This is an optimization exercise on Yosys and OpenROAD, whose aim is small area, a short achievable clock period and few clock cycles per item, not a production implementation.
Where RTL was checked, it was by simulation tests only, not by an equivalence proof against the original.
Power is estimated from default activity; no workload was simulated.

==> 11-05: inputs <==
==> flow/design.v (excerpt) <==
module rasterizer (
    input  wire        clk,
    input  wire        rst_n,
    input  wire [9:0]  v0_x,
    input  wire [9:0]  v0_y,
    input  wire [9:0]  v1_x,
    input  wire [9:0]  v1_y,
    input  wire [9:0]  v2_x,
    input  wire [9:0]  v2_y,
    input  wire [23:0] color,
    input  wire        start,
    output reg         busy,
    output reg         done,
    output reg  [18:0] fb_addr,
    output reg  [23:0] fb_data,
    output reg         fb_write
);
reg [10:0] A0, A1, A2, B0, B1, Bn2;
reg [5:0]  cA, cB;      
function [6:0] sublo;    
    input [9:0] a, b;
    sublo = {1'b0, a[5:0]} + {1'b0, ~b[5:0]} + 7'd1;
endfunction
function [4:0] subhi;    
    input [9:0] a, b;
    input c;
    subhi = {1'b0, a[9:6]} + {1'b1, ~b[9:6]} + {4'd0, c};
endfunction
wire [6:0] lA0 = sublo(v0_y, v1_y), lA1 = sublo(v1_y, v2_y), lA2 = sublo(v2_y, v0_y);
wire [6:0] lB0 = sublo(v1_x, v0_x), lB1 = sublo(v2_x, v1_x), lB2 = sublo(v2_x, v0_x);
always @(posedge clk) begin
    fb_data <= color;
    A0[5:0] <= lA0[5:0];  cA[0] <= lA0[6];  A0[10:6] <= subhi(v0_y, v1_y, cA[0]);
    A1[5:0] <= lA1[5:0];  cA[1] <= lA1[6];  A1[10:6] <= subhi(v1_y, v2_y, cA[1]);
    A2[5:0] <= lA2[5:0];  cA[2] <= lA2[6];  A2[10:6] <= subhi(v2_y, v0_y, cA[2]);
    B0[5:0] <= lB0[5:0];  cB[0] <= lB0[6];  B0[10:6] <= subhi(v1_x, v0_x, cB[0]);
    B1[5:0] <= lB1[5:0];  cB[1] <= lB1[6];  B1[10:6] <= subhi(v2_x, v1_x, cB[1]);
    Bn2[5:0] <= lB2[5:0]; cB[2] <= lB2[6];  Bn2[10:6] <= subhi(v2_x, v0_x, cB[2]);
end
reg ph_s0, ph_s1, ph_horn, ph_bias, ph_walkl, ph_walku, ph_trav;
reg k_sweep;    
reg k_out;      
reg k_end;      
reg k_rev;      
reg k_seek;     
reg k_srev;     
reg k_down;     
reg s_fwd, s_seek, s_rev, s_srev, s_down;
reg o_sa, o_sa2, o_sb, o_neg01, o_neg2;
reg [2:0] o_sm;
reg g;
reg [21:0] S0, S1, S2;              
reg [9:0] x, y, X1, Y1;
reg [3:0] k;
reg [10:0] hm;                      
reg       o;                        
reg       d;                        
reg       nomove;                   
reg       atX1;
reg [2:0] wR, wL, zA;               
wire zA0 = (A0 == 11'd0);
wire zA1 = (A1 == 11'd0);
wire zA2 = (A2 == 11'd0);
wire lt01 = A0[10] | (zA0 & ~B0[10]);      
  ...
==> module edge_function, before the edit <==
module edge_function (
    input  wire [21:0] s,
    input  wire [10:0] a,
    input  wire [10:0] b,
    input  wire [10:0] m,
    input  wire        sa,      
    input  wire        sa2,     
    input  wire        sb,      
    input  wire        sm,      
    input  wire        inv,     
    input  wire        cin,     
    input  wire        o,       
    output wire [21:0] sum,
    output wire        c,       
    output wire        vc1,     
    output wire        vc0      
);
    wire [11:0] x = ({12{sa}} & {a[10], a}) | ({12{sa2}} & {a, 1'b0}) |
                    ({12{sb}} & {b[10], b}) | ({12{sm}} & {m[10], m});
    wire [11:0] q = {12{inv}} ^ x;
    wire [12:0] lo = {1'b0, s[11:0]} + {1'b0, q} + {12'd0, cin};
    wire qs = q[11];
    wire [9:0] sh = s[21:12];
    wire lc = lo[12];
    wire [9:0] hi = (lc & ~qs) ? sh + 10'd1 : (~lc & qs) ? sh - 10'd1 : sh;
    assign sum = {hi, lo[11:0]};
    wire [11:0] g = s[11:0] & q;
    wire [11:0] p = s[11:0] | q;
    wire [5:0] g1, p1;
    genvar i;
    generate for (i = 0; i < 6; i = i + 1) begin : l1
        assign g1[i] = g[2*i+1] | (p[2*i+1] & g[2*i]);
        assign p1[i] = p[2*i+1] & p[2*i];
    end endgenerate
    wire [2:0] g2, p2;
    generate for (i = 0; i < 3; i = i + 1) begin : l2
        assign g2[i] = g1[2*i+1] | (p1[2*i+1] & g1[2*i]);
        assign p2[i] = p1[2*i+1] & p1[2*i];
    end endgenerate
    wire g3 = g2[2] | (p2[2] & g2[1]) | (p2[2] & p2[1] & g2[0]);
    wire p3 = p2[2] & p2[1] & p2[0];
    assign c = g3 | (p3 & cin);
    wire one = &sh;
    wire zer = ~|sh;
    assign vc1 = o ^ (qs ? sh[9] : (sh[9] & ~one));
    assign vc0 = o ^ (qs ? (sh[9] | zer) : sh[9]);
endmodule
clock: 16.0 ns
lec_check: 0
cap_margin: 20
core_margin: 2
core_utilization: 60
slew_margin: 70
run.sh (not shown) runs the stock make flow with config.mk's settings and CLKGATE_MAP_FILE= SYNTH_SCRIPT=/design/flow/synth_recipe.tcl, a recipe that flattens the netlist after the stock synthesis.
==> 06-02 (differences from 11-05) <==
--- a/flow/design.v
+++ b/flow/design.v
@@ -24,22 +24,7 @@
     wire lc = lo[12];
     wire [9:0] hi = (lc & ~qs) ? sh + 10'd1 : (~lc & qs) ? sh - 10'd1 : sh;
     assign sum = {hi, lo[11:0]};
-    wire [11:0] g = s[11:0] & q;
-    wire [11:0] p = s[11:0] | q;
-    wire [5:0] g1, p1;
-    genvar i;
-    generate for (i = 0; i < 6; i = i + 1) begin : l1
-        assign g1[i] = g[2*i+1] | (p[2*i+1] & g[2*i]);
-        assign p1[i] = p[2*i+1] & p[2*i];
-    end endgenerate
-    wire [2:0] g2, p2;
-    generate for (i = 0; i < 3; i = i + 1) begin : l2
-        assign g2[i] = g1[2*i+1] | (p1[2*i+1] & g1[2*i]);
-        assign p2[i] = p1[2*i+1] & p1[2*i];
-    end endgenerate
-    wire g3 = g2[2] | (p2[2] & g2[1]) | (p2[2] & p2[1] & g2[0]);
-    wire p3 = p2[2] & p2[1] & p2[0];
-    assign c = g3 | (p3 & cin);
+    assign c = lc;
     wire one = &sh;
     wire zer = ~|sh;
     assign vc1 = o ^ (qs ? sh[9] : (sh[9] & ~one));
==> flow/flow/run.sh (new file) <==
#!/bin/bash
# Layout flow: the standard flow (standard.sh). Synthesis runs unchanged;
# for the layout steps after it, two settings are added to config.mk:
#  - the port buffers use the smallest buffer cell (buf_1);
#  - the resizer does not use the clkdlybuf4s* delay buffers.
# ORFS logs each step under orfs/logs; make's output goes to synth.log and
# layout.log in the work folder.
set -euo pipefail
bash standard.sh synth > synth.log 2>&1
cat >> "$FLOW_CONFIG" <<'EOC'
export BUFFER_PORTS_ARGS = -buffer_cell sky130_fd_sc_hd__buf_1
export DONT_USE_CELLS = sky130_fd_sc_hd__clkdlybuf4s15_1 sky130_fd_sc_hd__clkdlybuf4s15_2 sky130_fd_sc_hd__clkdlybuf4s18_1 sky130_fd_sc_hd__clkdlybuf4s18_2 sky130_fd_sc_hd__clkdlybuf4s25_1 sky130_fd_sc_hd__clkdlybuf4s25_2 sky130_fd_sc_hd__clkdlybuf4s50_1 sky130_fd_sc_hd__clkdlybuf4s50_2
EOC
bash standard.sh > layout.log 2>&1
==> flow/standard.sh (new file) <==
#!/bin/bash
# synth_recipe.tcl (not shown) runs the flow's synth.tcl, then flattens the netlist and writes it again
# the make line also repeats each setting of config.mk as NAME=value (left out here)
make -C /OpenROAD-flow-scripts/flow DESIGN_CONFIG=/design/flow/config.mk WORK_HOME=/design/flow/orfs CLKGATE_MAP_FILE= SYNTH_SCRIPT=/design/flow/synth_recipe.tcl "${@:-finish}"
Settings changed: BUFFER_PORTS_ARGS from default to -buffer_cell sky130_fd_sc_hd__buf_1, CORE_UTILIZATION 60 to 65, CTS_CLUSTER_DIAMETER from default to 80, CTS_CLUSTER_SIZE from default to 25, DONT_USE_CELLS from default to sky130_fd_sc_hd__clkdlybuf4s15_1 sky130_fd_sc_hd__clkdlybuf4s15_2 sky130_fd_sc_hd__clkdlybuf4s18_1 sky130_fd_sc_hd__clkdlybuf4s18_2 sky130_fd_sc_hd__clkdlybuf4s25_1 sky130_fd_sc_hd__clkdlybuf4s25_2 sky130_fd_sc_hd__clkdlybuf4s50_1 sky130_fd_sc_hd__clkdlybuf4s50_2.
removed: flow/run.sh
==> results.txt <==
In sequential cell count, 06-02 and 11-05 do not differ.
Between 11-05 and 06-02, the lower setup slack is in 11-05 (gap 0.43 ns).
Against 06-02, the critical path depth of 11-05 is higher by 3.
Against 06-02, the register-to-register slack of 11-05 is lower by 0.43 ns.
Against 11-05, the sequential power of 06-02 is lower by about 10%.
Worst hold slack is about the same in 11-05 and 06-02.
Between 06-02 and 11-05, the lower utilization is in 11-05 (gap 1.6 points).
Final cell count: 06-02 is lower than 11-05 (14%).
Of 06-02 and 11-05, 11-05 has the higher via count (gap about 14%, measured against 11-05).
In 11-05 the clock skew is lower than in 06-02, by 0.015 ns.
Testbench counts of 06-02, summed over its fixed seeds: cycles 554,091, triangles 2,400.
For 11-05, only the layout was checked, not whether the RTL still works.

---

==> run Z: inputs <==
Another version of the RTL of rasterizer (not shown whole).
clock: 16.0 ns
lec_check: 0
cap_margin: 20
core_margin: 2
core_utilization: 40
slew_margin: 70
Stock flow here: none of the scripts above is used.
==> run K (differences from run Z) <==
--- a/flow/design.v
+++ b/flow/design.v
@@ -21,56 +21,29 @@
     wire [12:0] lo = {1'b0, s[11:0]} + {1'b0, q} + {12'd0, cin};
     wire qs = q[11];
     wire [9:0] sh = s[21:12];
     wire lc = lo[12];
     wire [9:0] hi = (lc & ~qs) ? sh + 10'd1 : (~lc & qs) ? sh - 10'd1 : sh;
     assign sum = {hi, lo[11:0]};
-    wire [11:0] g = s[11:0] & q;
-    wire [11:0] p = s[11:0] | q;
-    wire [5:0] g1, p1;
-    genvar i;
-    generate for (i = 0; i < 6; i = i + 1) begin : l1
-        assign g1[i] = g[2*i+1] | (p[2*i+1] & g[2*i]);
-        assign p1[i] = p[2*i+1] & p[2*i];
-    end endgenerate
-    wire [2:0] g2, p2;
-    generate for (i = 0; i < 3; i = i + 1) begin : l2
-        assign g2[i] = g1[2*i+1] | (p1[2*i+1] & g1[2*i]);
-        assign p2[i] = p1[2*i+1] & p1[2*i];
-    end endgenerate
-    wire g3 = g2[2] | (p2[2] & g2[1]) | (p2[2] & p2[1] & g2[0]);
-    wire p3 = p2[2] & p2[1] & p2[0];
-    assign c = g3 | (p3 & cin);
+    assign c = lc;
     wire one = &sh;
     wire zer = ~|sh;
     assign vc1 = o ^ (qs ? sh[9] : (sh[9] & ~one));
     assign vc0 = o ^ (qs ? (sh[9] | zer) : sh[9]);
 endmodule
 module late_sel #(parameter N = 1) (
     input  wire [2:0]   c,
     input  wire [2:0]   vc1,
     input  wire [2:0]   vc0,
-    input  wire [2:0]   wR,       
-    input  wire [2:0]   wL,       
-    input  wire [2:0]   zA,       
-    input  wire         d,
-    input  wire         sdl,      
-    input  wire         ssk,      
     input  wire [N-1:0] f_in,
-    input  wire [N-1:0] f_c,
-    input  wire [N-1:0] f_r,
-    input  wire [N-1:0] f_l,
+    input  wire [N-1:0] f_out,
     output wire [N-1:0] f
 );
     wire [2:0] v = (c & vc1) | (~c & vc0);
     wire ins = ~|v;
-    wire r = |(v & wR);
-    wire l = |(v & wL);
-    wire z = |(v & zA);
-    wire cf = (sdl & ((r & l) | z)) | (ssk & (z | (d ? l : r)));
-    assign f = ins ? f_in : cf ? f_c : r ? f_r : f_l;
+    assign f = ins ? f_in : f_out;
 endmodule
 module rasterizer (
     input  wire        clk,
     input  wire        rst_n,
     input  wire [9:0]  v0_x,
     input  wire [9:0]  v0_y,
@@ -111,16 +84,18 @@
 reg ph_s0, ph_s1, ph_horn, ph_bias, ph_walkl, ph_walku, ph_trav;
 reg k_sweep;    
 reg k_out;      
 reg k_end;      
 reg k_rev;      
 reg k_seek;     
+reg k_srev;     
 reg k_down;     
-reg s_fwd, s_seek, s_rev, s_down;
+reg s_fwd, s_seek, s_rev, s_srev, s_down;
 reg o_sa, o_sa2, o_sb, o_neg01, o_neg2;
 reg [2:0] o_sm;
+reg g;
 reg [21:0] S0, S1, S2;              
 reg [9:0] x, y, X1, Y1;
 reg [3:0] k;
 reg [10:0] hm;                      
 reg       o;                        
 reg       d;                        
@@ -172,13 +147,19 @@
 edge_function ef0 (.s(S0), .a(A0), .b(B0), .m(hm), .sa(o_sa), .sa2(o_sa2), .sb(o_sb), .sm(o_sm[0]),
     .inv(o_neg01), .cin(c01), .o(o), .sum(T0), .c(cc[0]), .vc1(vc1[0]), .vc0(vc0[0]));
 edge_function ef1 (.s(S1), .a(A1), .b(B1), .m(hm), .sa(o_sa), .sa2(o_sa2), .sb(o_sb), .sm(o_sm[1]),
     .inv(o_neg01), .cin(c01), .o(o), .sum(T1), .c(cc[1]), .vc1(vc1[1]), .vc0(vc0[1]));
 edge_function ef2 (.s(S2), .a(A2), .b(Bn2), .m(hm), .sa(o_sa), .sa2(o_sa2), .sb(o_sb), .sm(o_sm[2]),
     .inv(o_neg2), .cin(c2), .o(o), .sum(T2), .c(cc[2]), .vc1(vc1[2]), .vc0(vc0[2]));
-wire insS = ((S0[21] ^ o) | (S1[21] ^ o) | (S2[21] ^ o)) == 1'b0;
+wire [2:0] vS = {S2[21], S1[21], S0[21]} ^ {3{o}};
+wire insS = ~|vS;
+wire rS = |(vS & wR);
+wire lS = |(vS & wL);
+wire zS = |(vS & zA);
+wire cfS = (rS & lS) | zS;           
+wire wdS = d ? lS : rS;              
 wire atY1 = (y == Y1);
 wire s_a = o_sa | o_sa2;
 wire [9:0] x_n = s_a ? (o_neg01 ? (o_sa2 ? x - 10'd2 : x - 10'd1) : (o_sa2 ? x + 10'd2 : x + 10'd1)) : x;
 wire atX1_n = (x_n == X1);
 wire ylim = y[9] | (y[8] & y[7] & y[6] & y[5]);
 wire walkl_last = ph_walkl & (x == 10'd640);
@@ -188,78 +169,84 @@
 wire nph_s0    = ~busy & start;
 wire nph_horn  = ph_s1 | (ph_horn & (k != 4'd0));
 wire nph_bias  = ph_horn & (k == 4'd0);
 wire nph_walkl = (ph_bias & bias_wl) | (ph_walkl & ~(x == 10'd640));
 wire nph_walku = (ph_bias & ~bias_wl & ylim) | (walkl_last & ylim) | (ph_walku & ~walku_last);
 wire nomove_n  = ph_walku | (nomove & ~ph_s1);
-localparam NF = 18;
+localparam NF = 20;
 wire hn = nph_horn & nhneg;
 function [NF-1:0] nxt;
-    input hin, hcf, hr;
-    reg nk_sweep, nk_out, nk_end, nk_rev, nk_seek, nk_down, d_n, fin, ntrav;
-    reg blocked_n, ns_fwdi, ns_seek, ns_rev1, ns_rev2, ns_down, ns_aneg, ns_two;
+    input hin;
+    reg nk_sweep, nk_out, nk_end, nk_rev, nk_seek, nk_srev, nk_down, d_n, g_n, fin, ntrav;
+    reg blocked_n, ns_fwd, ns_seek, ns_rev1, ns_rev2, ns_srev, ns_down, ns_aneg, ns_two;
     begin
-        nk_sweep = 1'b0; nk_out = 1'b0; nk_end = 1'b0; nk_rev = 1'b0; nk_seek = 1'b0; nk_down = 1'b0;
+        nk_sweep = 1'b0; nk_out = 1'b0; nk_end = 1'b0; nk_rev = 1'b0; nk_seek = 1'b0;
+        nk_srev = 1'b0; nk_down = 1'b0;
         d_n = d;
+        g_n = 1'b0;
         fin = 1'b0;
         if (ph_bias) begin
             d_n = 1'b1;
             nk_sweep = 1'b1;
         end else if (walk_done) begin
-            if (hin) nk_sweep = 1'b1;
-            else if (hcf | nomove | ph_walku) nk_down = 1'b1;
-            else begin nk_seek = 1'b1; d_n = hr; end
+            if (hin) begin nk_sweep = 1'b1; d_n = 1'b1; end
+            else begin nk_seek = 1'b1; d_n = 1'b0; g_n = 1'b1; end
         end else if (ph_trav) begin
             if (s_down) begin
                 if (atY1) fin = 1'b1;
                 else if (hin) nk_out = 1'b1;
-                else if (hcf) nk_down = 1'b1;
-                else begin nk_seek = 1'b1; d_n = hr; end
+                else begin
+                    nk_seek = 1'b1;
+                    if (d & (nomove | atX1)) begin d_n = 1'b0; g_n = 1'b0; end
+                    else begin d_n = ~d; g_n = 1'b1; end
+                end
             end else if (s_rev) begin
                 d_n = ~d;
                 if (hin) nk_sweep = 1'b1;
                 else if (atY1) fin = 1'b1;
                 else nk_end = 1'b1;
-            end else if (s_seek) begin
+            end else if (s_srev) begin
+                d_n = ~d;
                 if (hin) nk_sweep = 1'b1;
-                else if (hcf) begin
+                else nk_seek = 1'b1;
+            end else if (s_seek) begin
+                if (cfS | (wdS & ~g)) begin
                     if (atY1) fin = 1'b1; else nk_down = 1'b1;
-                end else nk_seek = 1'b1;
+                end else if (wdS) nk_srev = 1'b1;
+                else if (hin) nk_sweep = 1'b1;
+                else nk_seek = 1'b1;
             end else begin
                 if (hin) begin nk_sweep = k_sweep; nk_out = k_out; end
                 else if (k_out) nk_rev = 1'b1;
                 else if (atY1) fin = 1'b1;
                 else nk_end = 1'b1;
             end
         end
         ntrav = ((ph_bias & ~bias_wl & ~ylim) | walk_done | ph_trav) & ~fin;
         blocked_n = nomove_n | (d_n & atX1_n);
-        ns_fwdi = ntrav & (nk_sweep | nk_out) & ~blocked_n;
+        ns_fwd  = ntrav & (nk_sweep | nk_out) & ~blocked_n;
         ns_seek = ntrav & nk_seek & ~blocked_n;
         ns_rev1 = ntrav & nk_out & blocked_n & ~nomove_n;
         ns_rev2 = ntrav & nk_rev;
+        ns_srev = ntrav & nk_srev & ~(~d_n & atX1);
         ns_down = ntrav & ((nk_sweep & blocked_n) | nk_end | nk_down | (nk_seek & blocked_n) |
-                           (nk_out & nomove_n));
-        ns_aneg = ((ns_fwdi | ns_seek) & ~d_n) | ((ns_rev1 | ns_rev2) & d_n) | nph_walkl;
-        ns_two  = ns_rev2 & ~(~d_n & atX1);
+                           (nk_out & nomove_n) | (nk_srev & ~d_n & atX1));
+        ns_aneg = ((ns_fwd | ns_seek) & ~d_n) | ((ns_rev1 | ns_rev2 | ns_srev) & d_n) | nph_walkl;
+        ns_two  = (ns_rev2 & ~(~d_n & atX1)) | ns_srev;
         nxt = {ns_aneg | nph_walku | hn | nph_bias,
                ns_aneg | ns_down | hn | nph_bias,
-               ntrav, fin, d_n,
-               nk_down, nk_seek, nk_rev, nk_end, nk_out, nk_sweep,
-               ns_fwdi, ns_seek, ns_rev1 | ns_rev2, ns_down,
-               (ns_fwdi | ns_seek | ns_rev1 | ns_rev2 | nph_walkl) & ~ns_two,
-               ns_two,
-               ns_down | nph_walku};
+               ntrav, fin, d_n, g_n,
+               nk_down, nk_srev, nk_seek, nk_rev, nk_end, nk_out, nk_sweep,
+               ns_fwd, ns_seek, ns_rev1 | ns_rev2, ns_srev, ns_down,
+               (ns_fwd | ns_seek | ns_rev1 | ns_rev2 | nph_walkl) & ~ns_two,
+               ns_two};
     end
 endfunction
 wire [NF-1:0] f;
-late_sel #(.N(NF)) ls (.c(cc), .vc1(vc1), .vc0(vc0), .wR(wR), .wL(wL), .zA(zA), .d(d),
-    .sdl(s_down | walk_done), .ssk(s_seek & ph_trav),
-    .f_in(nxt(1'b1, 1'b0, 1'b0)), .f_c(nxt(1'b0, 1'b1, 1'b0)),
-    .f_r(nxt(1'b0, 1'b0, 1'b1)), .f_l(nxt(1'b0, 1'b0, 1'b0)), .f(f));
-wire n_trav = f[15], fin = f[14], d_n = f[13];
+late_sel #(.N(NF)) ls (.c(cc), .vc1(vc1), .vc0(vc0), .f_in(nxt(1'b1)), .f_out(nxt(1'b0)), .f(f));
+wire n_trav = f[17], fin = f[16], d_n = f[15];
 always @(posedge clk or negedge rst_n) begin
     if (!rst_n) begin
         busy     <= 1'b0;
         done     <= 1'b0;
         fb_write <= 1'b0;
         ph_s0 <= 1'b0; ph_s1 <= 1'b0; ph_horn <= 1'b0; ph_bias <= 1'b0;
@@ -270,19 +257,20 @@
         fb_write <= ph_trav & insS;
         ph_s0 <= nph_s0; ph_s1 <= ph_s0; ph_horn <= nph_horn; ph_bias <= nph_bias;
         ph_walkl <= nph_walkl; ph_walku <= nph_walku; ph_trav <= n_trav;
     end
 end
 always @(posedge clk) begin
-    {k_down, k_seek, k_rev, k_end, k_out, k_sweep} <= f[12:7];
-    {s_fwd, s_seek, s_rev, s_down} <= f[6:3];
-    o_sa  <= f[2];
-    o_sa2 <= f[1];
-    o_sb  <= f[0];
-    o_neg01 <= f[17];
-    o_neg2  <= f[16];
+    g <= f[14];
+    {k_down, k_srev, k_seek, k_rev, k_end, k_out, k_sweep} <= f[13:7];
+    {s_fwd, s_seek, s_rev, s_srev, s_down} <= f[6:2];
+    o_sa  <= f[1];
+    o_sa2 <= f[0];
+    o_sb  <= f[2] | nph_walku;
+    o_neg01 <= f[19];
+    o_neg2  <= f[18];
     o_sm  <= {3{nph_horn & (nb1 | nb2)}} & {t1, t0, t2};
     d     <= d_n;
     fb_addr <= {y, 9'd0} + {2'd0, y, 7'd0} + {9'd0, x};
     if (ph_s1) begin
         S0 <= 22'd0; S1 <= 22'd0; S2 <= 22'd0;
     end else if (ph_horn & (k != 4'd0)) begin
==> flow/config.mk (replaced) <==
export PLATFORM = sky130hd
export DESIGN_NAME = rasterizer
export DESIGN_NICKNAME = rasterizer
export VERILOG_FILES = /design/flow/design.v
export SDC_FILE = /design/flow/constraint.sdc
export NUM_CORES = 8
export LEC_CHECK = 0
export CAP_MARGIN = 20
export CORE_MARGIN = 2
export CORE_UTILIZATION = 60
export SLEW_MARGIN = 70
==> summary of the runs <==
Run Z finished clean. Run K completed without violations.
Register-to-register slack: run Z is lower than run K (0.55 ns).
Of run Z and run K, run Z has the higher synthesized cell count (gap about 12%, measured against run K).
In run Z the critical path depth is higher than in run K, by 10.
Against run K, the via count of run Z is larger by 6.3%.
Between run Z and run K, the lower non-clock buffer count is in run Z (gap 7).
Between run Z and run K, the lower hold slack is in run Z (gap 0.0030 ns).
Of run K and run Z, run Z has the higher combinational power (gap about 30%, measured against run Z).
Between run K and run Z, the lower final cell count is in run K (gap 15%, measured against run Z).
In run K the design area is lower than in run Z, by 6.0%.
Wire length: run K is lower than run Z (13%).
In run Z the core utilization is lower than in run K, by 23 points.
Testbench counts of run Z, summed over its fixed seeds: cycles 550,682, triangles 2,400.
Testbench counts of run K, summed over its fixed seeds: cycles 554,091, triangles 2,400.

## separate check: timing with driven ports
Ports are ideal in the flow. The routed layouts listed here were re-timed in OpenROAD. Step 1 (the two cells are an assumption about what drives the block):
set clk [get_ports {clk}]
set_driving_cell -lib_cell sky130_fd_sc_hd__clkbuf_16 $clk
set_driving_cell -lib_cell sky130_fd_sc_hd__buf_2 [delete_from_list [all_inputs] $clk]
Step 2 also shifts input and output timing later by t, the mid clock arrival at the registers, as if the neighbouring blocks saw the same clock. Three values: no drivers, after step 1, after step 2; two values: the first two.
run | t, ns | slack for setup (ns) | hold WS [ns] | latest minus earliest clock arrival (ns) | worst register clock-pin slew, ns
11-05 | 0.572 | 11.078 / 11.078 / 10.808 | 0.355 / 0.355 / 0.355 | 0.024 / 0.023 | 0.06 / 0.06
06-02 | 0.551 | 11.505 / 11.505 / 11.079 | 0.355 / 0.355 / 0.355 | 0.038 / 0.038 | 0.10 / 0.10
run Z | 0.595 | 10.738 / 10.738 / 10.690 | 0.351 / 0.351 / 0.351 | 0.021 / 0.021 | 0.06 / 0.06
run K | 0.612 | 11.267 / 11.241 / 10.686 | 0.354 / 0.354 / 0.354 | 0.014 / 0.014 | 0.06 / 0.06
After both steps setup and hold are still met in every run listed. For run K, which loses most, drivers alone change the setup slack by -0.026 ns; drivers and shift together by -0.581 ns.
